What follows belongs to an exercise in optimizing a design on an open flow for small area and a short achievable clock period; a production flow would make more cautious choices.
At most, simulation tests tie the RTL to the original design; equivalence was not proved.
Power figures rest on the tool's default switching activity, not on a simulated workload.

==> trial 27: inputs <==
Design alu_top, start of the top module:
module alu_top(CLK, OP1, OP2, OPRN, OUT, ZERO);
	input CLK;
	input [31:0] OP1;
	input [31:0] OP2;
	input [5:0] OPRN;
	output [31:0] OUT;
	output ZERO;
	reg [31:0] op1_q, op2_q;
	reg [5:0] oprn_q;
	reg [31:0] out_q;
	reg zero_q;
	wire [31:0] alu_out;
	wire alu_zero;
	ALU alu_inst(alu_out, alu_zero, op1_q, op2_q, oprn_q);
	always @(posedge CLK) begin
		op1_q <= OP1;
		op2_q <= OP2;
		oprn_q <= OPRN;
		out_q <= alu_out;
		zero_q <= alu_zero;
	end
	assign OUT = out_q;
	assign ZERO = zero_q;
endmodule
export LEC_CHECK = 0
export CAP_MARGIN = 20
export CORE_MARGIN = 2
export CORE_UTILIZATION = 40
export CTS_BUF_LIST = sky130_fd_sc_hd__clkbuf_8
export SLEW_MARGIN = 20
export SYNTH_HIERARCHICAL = 1
export SYNTH_MINIMUM_KEEP_SIZE = 0
create_clock -name core_clock -period 29.5 [get_ports {CLK}]
standard.sh (not shown) runs the stock make flow with config.mk's settings and CLKGATE_MAP_FILE= SYNTH_SCRIPT=/design/flow/synth_recipe.tcl, a recipe that flattens the netlist after the stock synthesis.
==> flow/flow/run.sh <==
#!/bin/bash
set -euo pipefail
bash standard.sh "BUFFER_PORTS_ARGS=-buffer_cell sky130_fd_sc_hd__buf_1" SETUP_SLACK_MARGIN=22.5 finish > standard_flow.log 2>&1
==> build 28: changes against trial 27 <==
--- a/flow/design.v
+++ b/flow/design.v
@@ -972,17 +972,99 @@
 	wire [31:0] cy = {G30_0, G29_0, G28_0, G27_0, G26_0, G25_0, G24_0, G23_0, G22_0, G21_0, G20_0, G19_0, G18_0, G17_0, G16_0, G15_0, G14_0, G13_0, G12_0, G11_0, G10_0, G9_0, G8_0, G7_0, G6_0, G5_0, G4_0, G3_0, G2_0, G1_0, G0_0, fci};
 	wire [31:0] sum = pg_p ^ cy;
 	wire [31:0] srev;
 	genvar gi;
 	generate for (gi = 0; gi < 32; gi = gi + 1) begin : rev_s
 		assign srev[gi] = sum[31-gi];
 	end endgenerate
 	assign OUT = ({32{sel_s}} & sum) | ({32{sel_r}} & srev) | lg;
-	assign ZERO = zfix | (zuse & ~|sum);
+	wire zs;
+	alu_zd u_zd(zs, pg_p, pg_p | pg_g, fci);
+	assign ZERO = zfix | (zuse & zs);
+endmodule
+module alu_zd(zs, p, t, fci);
+	output zs;
+	input [31:0] p, t;
+	input fci;
+	wire [31:0] zq = {t[30:0], 1'b0} | {32{fci}};
+	wire [31:0] e = ~(p ^ zq);   
+	wire z0_0;
+	z_nand2 u_z0_0(z0_0, e[0], e[1]);
+	wire z0_1;
+	z_nand2 u_z0_1(z0_1, e[2], e[3]);
+	wire z0_2;
+	z_nand2 u_z0_2(z0_2, e[4], e[5]);
+	wire z0_3;
+	z_nand2 u_z0_3(z0_3, e[6], e[7]);
+	wire z0_4;
+	z_nand2 u_z0_4(z0_4, e[8], e[9]);
+	wire z0_5;
+	z_nand2 u_z0_5(z0_5, e[10], e[11]);
+	wire z0_6;
+	z_nand2 u_z0_6(z0_6, e[12], e[13]);
+	wire z0_7;
+	z_nand2 u_z0_7(z0_7, e[14], e[15]);
+	wire z0_8;
+	z_nand2 u_z0_8(z0_8, e[16], e[17]);
+	wire z0_9;
+	z_nand2 u_z0_9(z0_9, e[18], e[19]);
+	wire z0_10;
+	z_nand2 u_z0_10(z0_10, e[20], e[21]);
+	wire z0_11;
+	z_nand2 u_z0_11(z0_11, e[22], e[23]);
+	wire z0_12;
+	z_nand2 u_z0_12(z0_12, e[24], e[25]);
+	wire z0_13;
+	z_nand2 u_z0_13(z0_13, e[26], e[27]);
+	wire z0_14;
+	z_nand2 u_z0_14(z0_14, e[28], e[29]);
+	wire z0_15;
+	z_nand2 u_z0_15(z0_15, e[30], e[31]);
+	wire z1_0;
+	z_nor2 u_z1_0(z1_0, z0_0, z0_1);
+	wire z1_1;
+	z_nor2 u_z1_1(z1_1, z0_2, z0_3);
+	wire z1_2;
+	z_nor2 u_z1_2(z1_2, z0_4, z0_5);
+	wire z1_3;
+	z_nor2 u_z1_3(z1_3, z0_6, z0_7);
+	wire z1_4;
+	z_nor2 u_z1_4(z1_4, z0_8, z0_9);
+	wire z1_5;
+	z_nor2 u_z1_5(z1_5, z0_10, z0_11);
+	wire z1_6;
+	z_nor2 u_z1_6(z1_6, z0_12, z0_13);
+	wire z1_7;
+	z_nor2 u_z1_7(z1_7, z0_14, z0_15);
+	wire z2_0;
+	z_nand2 u_z2_0(z2_0, z1_0, z1_1);
+	wire z2_1;
+	z_nand2 u_z2_1(z2_1, z1_2, z1_3);
+	wire z2_2;
+	z_nand2 u_z2_2(z2_2, z1_4, z1_5);
+	wire z2_3;
+	z_nand2 u_z2_3(z2_3, z1_6, z1_7);
+	wire z3_0;
+	z_nor2 u_z3_0(z3_0, z2_0, z2_1);
+	wire z3_1;
+	z_nor2 u_z3_1(z3_1, z2_2, z2_3);
+	wire z4_0;
+	z_nand2 u_z4_0(z4_0, z3_0, z3_1);
+	assign zs = ~z4_0;
+endmodule
+module z_nand2(y, a, b);
+	output y;
+	input a, b;
+	assign y = ~(a & b);
+endmodule
+module z_nor2(y, a, b);
+	output y;
+	input a, b;
+	assign y = ~(a | b);
 endmodule
 module ha(s, co, a, b);
 	input a, b;
 	output s, co;
 	assign s = a ^ b;
 	assign co = a & b;
 endmodule
 module fa(s, co, a, b, c);
==> flow/flow/run.sh (replaced) <==
#!/bin/bash
set -euo pipefail
bash standard.sh "BUFFER_PORTS_ARGS=-buffer_cell sky130_fd_sc_hd__buf_1" SETUP_SLACK_MARGIN=22.6 finish > standard_flow.log 2>&1
ABC_AREA = 1   (was default)
CAP_MARGIN = 0   (was 20)
SLEW_MARGIN = 0   (was 20)
==> notes <==
Of build 28 and trial 27, build 28 has the higher fmax (gap 7.5%, measured against trial 27). In build 28 the worst hold slack is lower than in trial 27, by 0.056 ns. Against build 28, the first-iteration DRC count of trial 27 is lower by about 15%. Between trial 27 and build 28, the lower sequential power is in build 28 (gap about 3%, measured against build 28). Between build 28 and trial 27, the lower die area is in trial 27 (gap 14%, measured against trial 27).
Only the layout flow was run in trial 27; the RTL was not checked for function there.

* * *

==> run a <==
Another version of the RTL of alu_top (not shown whole).
Settings: LEC_CHECK=0, CAP_MARGIN=20, CORE_MARGIN=2, CORE_UTILIZATION=40, CTS_BUF_LIST=sky130_fd_sc_hd__clkbuf_4 sky130_fd_sc_hd__clkbuf_8, SLEW_MARGIN=20, SYNTH_HIERARCHICAL=1, SYNTH_MINIMUM_KEEP_SIZE=0; clock period 29.5 ns.
==> flow/flow/run.sh <==
#!/bin/bash
set -euo pipefail
bash standard.sh "BUFFER_PORTS_ARGS=-buffer_cell sky130_fd_sc_hd__buf_1" SETUP_SLACK_MARGIN=21.5 finish > standard_flow.log 2>&1
==> run b (differences from run a) <==
--- a/flow/design.v
+++ b/flow/design.v
@@ -42,30 +42,26 @@
 	wire is_log = is_and | is_or | is_nor;
 	wire is_sub = (op == 4'h2) | (op == 4'ha) | (op == 4'hb) | (op == 4'he) | (op == 4'hf);
 	wire is_ari = ~(is_mul | is_sh | is_log);
 	wire [31:0] arev;
 	genvar gi;
 	generate for (gi = 0; gi < 32; gi = gi + 1) begin : rev_a
 		assign arev[gi] = OP1[31-gi];
 	end endgenerate
-	wire m_rev = ~op[3] & op[2] & op[0];            
-	wire m_sh  = ~op[3] & op[2];                    
-	wire m_mul = ~op[3] & ~op[2] & op[1] & op[0];   
-	wire m_ari = op[3] | (~op[2] & ~(op[1] & op[0]));
-	wire [31:0] x = m_rev ? arev : OP1;
+	wire [31:0] x = is_shr ? arev : OP1;
 	wire [32:0] yb = {OP2, 1'b0};
 	wire sh_ok = ~|OP2[31:5];
 	wire [15:0] one, two, neg;
 	generate for (gi = 0; gi < 16; gi = gi + 1) begin : enc
 		wire y0 = yb[2*gi], y1 = yb[2*gi+1], y2 = yb[2*gi+2];
 		wire hit = (OP2[4:1] == gi);
-		assign one[gi] = (m_sh & hit & ~OP2[0]) | (m_mul & (y0 ^ y1)) | (m_ari & (gi == 0));
-		assign two[gi] = (m_sh & hit & OP2[0]) | (m_mul & ((y2 & ~y1 & ~y0) | (~y2 & y1 & y0)));
-		assign neg[gi] = m_mul & y2;
+		assign one[gi] = (is_sh & hit & ~OP2[0]) | (is_mul & (y0 ^ y1)) | (is_ari & (gi == 0));
+		assign two[gi] = (is_sh & hit & OP2[0]) | (is_mul & ((y2 & ~y1 & ~y0) | (~y2 & y1 & y0)));
+		assign neg[gi] = is_mul & y2;
 	end endgenerate
 	wire pp0_0 = ((x[0] & one[0]) | (1'b0 & two[0])) ^ neg[0];
 	wire pp0_1 = ((x[1] & one[0]) | (x[0] & two[0])) ^ neg[0];
 	wire pp0_2 = ((x[2] & one[0]) | (x[1] & two[0])) ^ neg[0];
 	wire pp0_3 = ((x[3] & one[0]) | (x[2] & two[0])) ^ neg[0];
 	wire pp0_4 = ((x[4] & one[0]) | (x[3] & two[0])) ^ neg[0];
 	wire pp0_5 = ((x[5] & one[0]) | (x[4] & two[0])) ^ neg[0];
 	wire pp0_6 = ((x[6] & one[0]) | (x[5] & two[0])) ^ neg[0];
==> flow/flow/run.sh (replaced) <==
#!/bin/bash
set -euo pipefail
bash standard.sh SETUP_SLACK_MARGIN=22 finish > standard_flow.log 2>&1
==> flow/config.mk (replaced) <==
export PLATFORM = sky130hd
export DESIGN_NAME = alu_top
export DESIGN_NICKNAME = alu_top
export VERILOG_FILES = /design/flow/design.v
export SDC_FILE = /design/flow/constraint.sdc
export NUM_CORES = 4
export LEC_CHECK = 0
export CAP_MARGIN = 20
export CORE_MARGIN = 2
export CORE_UTILIZATION = 40
export SLEW_MARGIN = 20
export SYNTH_HIERARCHICAL = 1
export SYNTH_MINIMUM_KEEP_SIZE = 0
==> run c (differences from run a) <==
==> flow/config.mk (replaced) <==
export PLATFORM = sky130hd
export DESIGN_NAME = alu_top
export DESIGN_NICKNAME = alu_top
export VERILOG_FILES = /design/flow/design.v
export SDC_FILE = /design/flow/constraint.sdc
export NUM_CORES = 4
export LEC_CHECK = 0
export CAP_MARGIN = 20
export CORE_MARGIN = 2
export CORE_UTILIZATION = 65
export SLEW_MARGIN = 20
export SYNTH_HIERARCHICAL = 1
export SYNTH_MINIMUM_KEEP_SIZE = 0
==> run d (differences from run a) <==
--- a/flow/design.v
+++ b/flow/design.v
@@ -27,35 +27,33 @@
 `timescale 1ns/10ps
 module ALU(OUT, ZERO, OP1, OP2, OPRN);
 	input [(32 -1):0] OP1;
 	input [(32 -1):0] OP2;
 	input [(6 -1):0] OPRN;
 	output [(32 -1):0] OUT;
 	output ZERO;
 	wire [3:0] op = OPRN[3:0];
-	wire is_mul = (op == 4'h3);
-	wire is_shl = (op == 4'h4);
 	wire is_shr = (op == 4'h5);
 	wire is_and = (op == 4'h6);
 	wire is_or  = (op == 4'h7);
 	wire is_nor = (op == 4'h8);
-	wire is_sh  = is_shl | is_shr;
+	wire is_sh  = (op == 4'h4) | is_shr;
 	wire is_log = is_and | is_or | is_nor;
 	wire is_sub = (op == 4'h2) | (op == 4'ha) | (op == 4'hb) | (op == 4'he) | (op == 4'hf);
-	wire is_ari = ~(is_mul | is_sh | is_log);
+	wire is_ari = ~((op == 4'h3) | is_sh | is_log);
+	wire m_rev = ~op[3] & op[2] & op[0];            
+	wire m_sh  = ~op[3] & op[2];                    
+	wire m_mul = ~op[3] & ~op[2] & op[1] & op[0];   
+	wire m_ari = op[3] | (~op[2] & ~(op[1] & op[0]));   
 	wire [31:0] arev;
 	genvar gi;
 	generate for (gi = 0; gi < 32; gi = gi + 1) begin : rev_a
 		assign arev[gi] = OP1[31-gi];
 	end endgenerate
-	wire m_rev = ~op[3] & op[2] & op[0];            
-	wire m_sh  = ~op[3] & op[2];                    
-	wire m_mul = ~op[3] & ~op[2] & op[1] & op[0];   
-	wire m_ari = op[3] | (~op[2] & ~(op[1] & op[0]));
 	wire [31:0] x = m_rev ? arev : OP1;
 	wire [32:0] yb = {OP2, 1'b0};
 	wire sh_ok = ~|OP2[31:5];
 	wire [15:0] one, two, neg;
 	generate for (gi = 0; gi < 16; gi = gi + 1) begin : enc
 		wire y0 = yb[2*gi], y1 = yb[2*gi+1], y2 = yb[2*gi+2];
 		wire hit = (OP2[4:1] == gi);
 		assign one[gi] = (m_sh & hit & ~OP2[0]) | (m_mul & (y0 ^ y1)) | (m_ari & (gi == 0));
@@ -811,19 +809,33 @@
 	wire s220, c220;
 	fa u_fa220(s220, c220, s217, s218, c204);
 	wire s221, c221;
 	fa u_fa221(s221, c221, s219, c205, s220);
 	wire hs17, hc17;
 	ha u_ha17(hs17, hc17, c206, s221);
 	wire [31:0] ms = {hs17, s207, hs16, s179, hs15, s153, hs14, s129, hs13, hs12, hs11, s88, hs10, s70, hs9, hs8, s47, hs7, s34, hs6, hs5, hs4, s15, hs3, hs2, s6, hs1, s2, hs0, s0, pp0_1, pp0_0};
 	wire [31:0] mc = {c207, 1'b0, c179, 1'b0, c153, 1'b0, c129, 1'b0, hc12, hc11, c88, 1'b0, c70, 1'b0, hc8, c47, 1'b0, c34, 1'b0, hc5, hc4, c15, 1'b0, hc2, c6, 1'b0, c2, 1'b0, c0, 1'b0, 1'b0, neg[0]};
-	wire [31:0] fx = ms;
-	wire [31:0] fy = mc | ({32{is_ari}} & (OP2 ^ {32{is_sub}}));
+	wire [31:0] by = {32{is_ari}} & (OP2 ^ {32{is_sub}});
 	wire fci = is_ari & is_sub;
+	wire [31:0] lg = ({32{is_and}} & (OP1 & OP2)) | ({32{is_or}} & (OP1 | OP2)) | ({32{is_nor}} & ~(OP1 | OP2));
+	wire sh_zero = is_sh & ~sh_ok;   
+	wire sel_s = ~is_shr & ~is_log & ~sh_zero;
+	wire sel_r = is_shr & sh_ok;
+	wire zfix = is_log ? ~|lg : sh_zero;   
+	wire zuse = ~is_log;                  
+	alu_fin u_fin(OUT, ZERO, ms, mc, by, fci, sel_s, sel_r, lg, zfix, zuse);
+endmodule
+module alu_fin(OUT, ZERO, ms, mc, by, fci, sel_s, sel_r, lg, zfix, zuse);
+	output [31:0] OUT;
+	output ZERO;
+	input [31:0] ms, mc, by, lg;
+	input fci, sel_s, sel_r, zfix, zuse;
+	wire [31:0] fx = ms;
+	wire [31:0] fy = mc | by;
 	wire [31:0] pg_p = fx ^ fy;
 	wire [31:0] pg_g = fx & fy;
 	wire G0_0 = pg_g[0] | (pg_p[0] & fci);
 	wire G1_0 = pg_g[1] | (pg_p[1] & G0_0);
 	wire G3_2 = pg_g[3] | (pg_p[3] & pg_g[2]);
 	wire P3_2 = pg_p[3] & pg_p[2];
 	wire G5_4 = pg_g[5] | (pg_p[5] & pg_g[4]);
 	wire P5_4 = pg_p[5] & pg_p[4];
@@ -949,25 +961,24 @@
 	wire G27_0 = G27_16 | (P27_16 & G15_0);
 	wire G28_0 = G28_16 | (P28_16 & G15_0);
 	wire G29_0 = G29_16 | (P29_16 & G15_0);
 	wire G30_0 = G30_16 | (P30_16 & G15_0);
 	wire G31_0 = G31_16 | (P31_16 & G15_0);
 	wire [31:0] cy = {G30_0, G29_0, G28_0, G27_0, G26_0, G25_0, G24_0, G23_0, G22_0, G21_0, G20_0, G19_0, G18_0, G17_0, G16_0, G15_0, G14_0, G13_0, G12_0, G11_0, G10_0, G9_0, G8_0, G7_0, G6_0, G5_0, G4_0, G3_0, G2_0, G1_0, G0_0, fci};
 	wire [31:0] sum = pg_p ^ cy;
 	wire [31:0] srev;
+	genvar gi;
 	generate for (gi = 0; gi < 32; gi = gi + 1) begin : rev_s
 		assign srev[gi] = sum[31-gi];
 	end endgenerate
-	wire [31:0] lg = ({32{is_and}} & (OP1 & OP2)) | ({32{is_or}} & (OP1 | OP2)) | ({32{is_nor}} & ~(OP1 | OP2));
-	wire sh_zero = is_sh & ~sh_ok;   
-	assign OUT = ({32{~is_shr & ~is_log & ~sh_zero}} & sum) | ({32{is_shr & sh_ok}} & srev) | lg;
+	assign OUT = ({32{sel_s}} & sum) | ({32{sel_r}} & srev) | lg;
 	wire [31:0] zq = {fx[30:0] | fy[30:0], 1'b0} | {32{fci}};
-	wire zs = &(~(fx ^ fy ^ zq));
-	assign ZERO = is_log ? ~|lg : (sh_zero | zs);
+	wire zs = ~|(fx ^ fy ^ zq);
+	assign ZERO = zfix | (zuse & zs);
 endmodule
 module ha(s, co, a, b);
 	input a, b;
 	output s, co;
 	assign s = a ^ b;
 	assign co = a & b;
 endmodule
 module fa(s, co, a, b, c);
==> flow/flow/run.sh (replaced) <==
#!/bin/bash
set -euo pipefail
bash standard.sh SETUP_SLACK_MARGIN=21.5 finish > standard_flow.log 2>&1
==> flow/config.mk (replaced) <==
export PLATFORM = sky130hd
export DESIGN_NAME = alu_top
export DESIGN_NICKNAME = alu_top
export VERILOG_FILES = /design/flow/design.v
export SDC_FILE = /design/flow/constraint.sdc
export NUM_CORES = 4
export LEC_CHECK = 0
export CAP_MARGIN = 20
export CORE_MARGIN = 2
export CORE_UTILIZATION = 40
export SLEW_MARGIN = 20
export SYNTH_HIERARCHICAL = 1
export SYNTH_MINIMUM_KEEP_SIZE = 0
==> comparison table <==
quantity                                                                     run b           run d           run a           run c
Outcome                                                             finished clean  finished clean  finished clean  finished clean
Sum of buffers and inverters on the critical path                                7               2               4               4
Fraction of final layout cells with drive strength greater than 1            20.0%           11.3%           9.84%           10.0%
Number of antenna violations at the first check in global routing                5               1               1               0
Worst clock skew on the final layout                                     0.0118 ns       0.0120 ns       0.0211 ns       0.0153 ns
Non-filler instance count after layout                                        2600            2524            2527            2278
Net switching fraction of the power                                          50.0%           50.7%           54.1%           51.3%
Per-instance average area after synthesis                                 9.30 um2        9.52 um2        9.08 um2        9.08 um2
Core area                                                                43000 um2       44200 um2       43000 um2       26100 um2
Register clock-pin slew on the reported worst setup and hold paths         0.08 ns         0.07 ns         0.11 ns         0.07 ns
Skew-Pair Late Insertion Delay                                             0.37 ns         0.35 ns         0.41 ns         0.36 ns
Worst Hold Slack                                                          0.735 ns        0.871 ns        0.907 ns        0.939 ns
Fraction of power consumed by combinational cells                            76.4%           77.2%           77.2%           74.5%
Wire length after detailed routing                                        72800 um        67800 um        68300 um        66700 um
Start point of the worst min-delay path                                  op2_q[26]       op1_q[12]        op2_q[1]       oprn_q[1]
Dpl hpwl                                                                  51000 um        49400 um        49000 um        45300 um
Vias per cell                                                                 6.32            6.16            6.39            7.33
Overall power                                                            0.00133 W       0.00136 W       0.00125 W       0.00123 W
Number of global-route vias before repair                                    16400           16000           16000           16400
Routed length on met1                                                     27700 um        27700 um        26800 um        23400 um
Maximum clock rate                                                         132 MHz         128 MHz         126 MHz         127 MHz
Power density over the cells                                           60.7 nW/um2     67.6 nW/um2     65.0 nW/um2     64.4 nW/um2
Unrepaired setup endpoints after global routing                               true           false            true           false
Chip height                                                                 212 um          216 um          212 um          168 um
Global-route wire length before repair                                   106000 um       101000 um       101000 um        98200 um
The RTL of run b and run d was laid out without a check of its function.

-- port drivers added, routing unchanged --
The results above use ideal ports. As a check the final layouts listed here were re-extracted and re-timed, cells and wires unchanged.
Step 1: set_driving_cell puts a clkbuf_16 on CLK and a buf_2 on each other input, an assumption about the parent block.
Step 2 adds t to the input delays and takes it off the output delays; t is the mean of the earliest and latest rising clock arrival at the registers after step 1. Input paths then give back, and output paths get back, about the clock's delay inside the block.
Three values: no drivers, after step 1, after step 2; two values: the first two.
| run | t, ns | slack for setup (ns) | pins driven straight from the clock port |
|---|---|---|---|
| trial 27 | 0.407 | 22.235 / 22.235 / 22.235 | 1 |
| build 28 | 0.430 | 22.743 / 22.697 / 22.857 | 1 |
| run a | 0.424 | 21.571 / 21.571 / 21.571 | 1 |
| run b | 0.405 | 21.903 / 21.903 / 21.903 | 1 |
| run c | 0.395 | 21.639 / 21.639 / 21.639 | 1 |
| run d | 0.387 | 21.690 / 21.690 / 21.690 | 1 |
After both steps setup and hold are still met in every run listed.
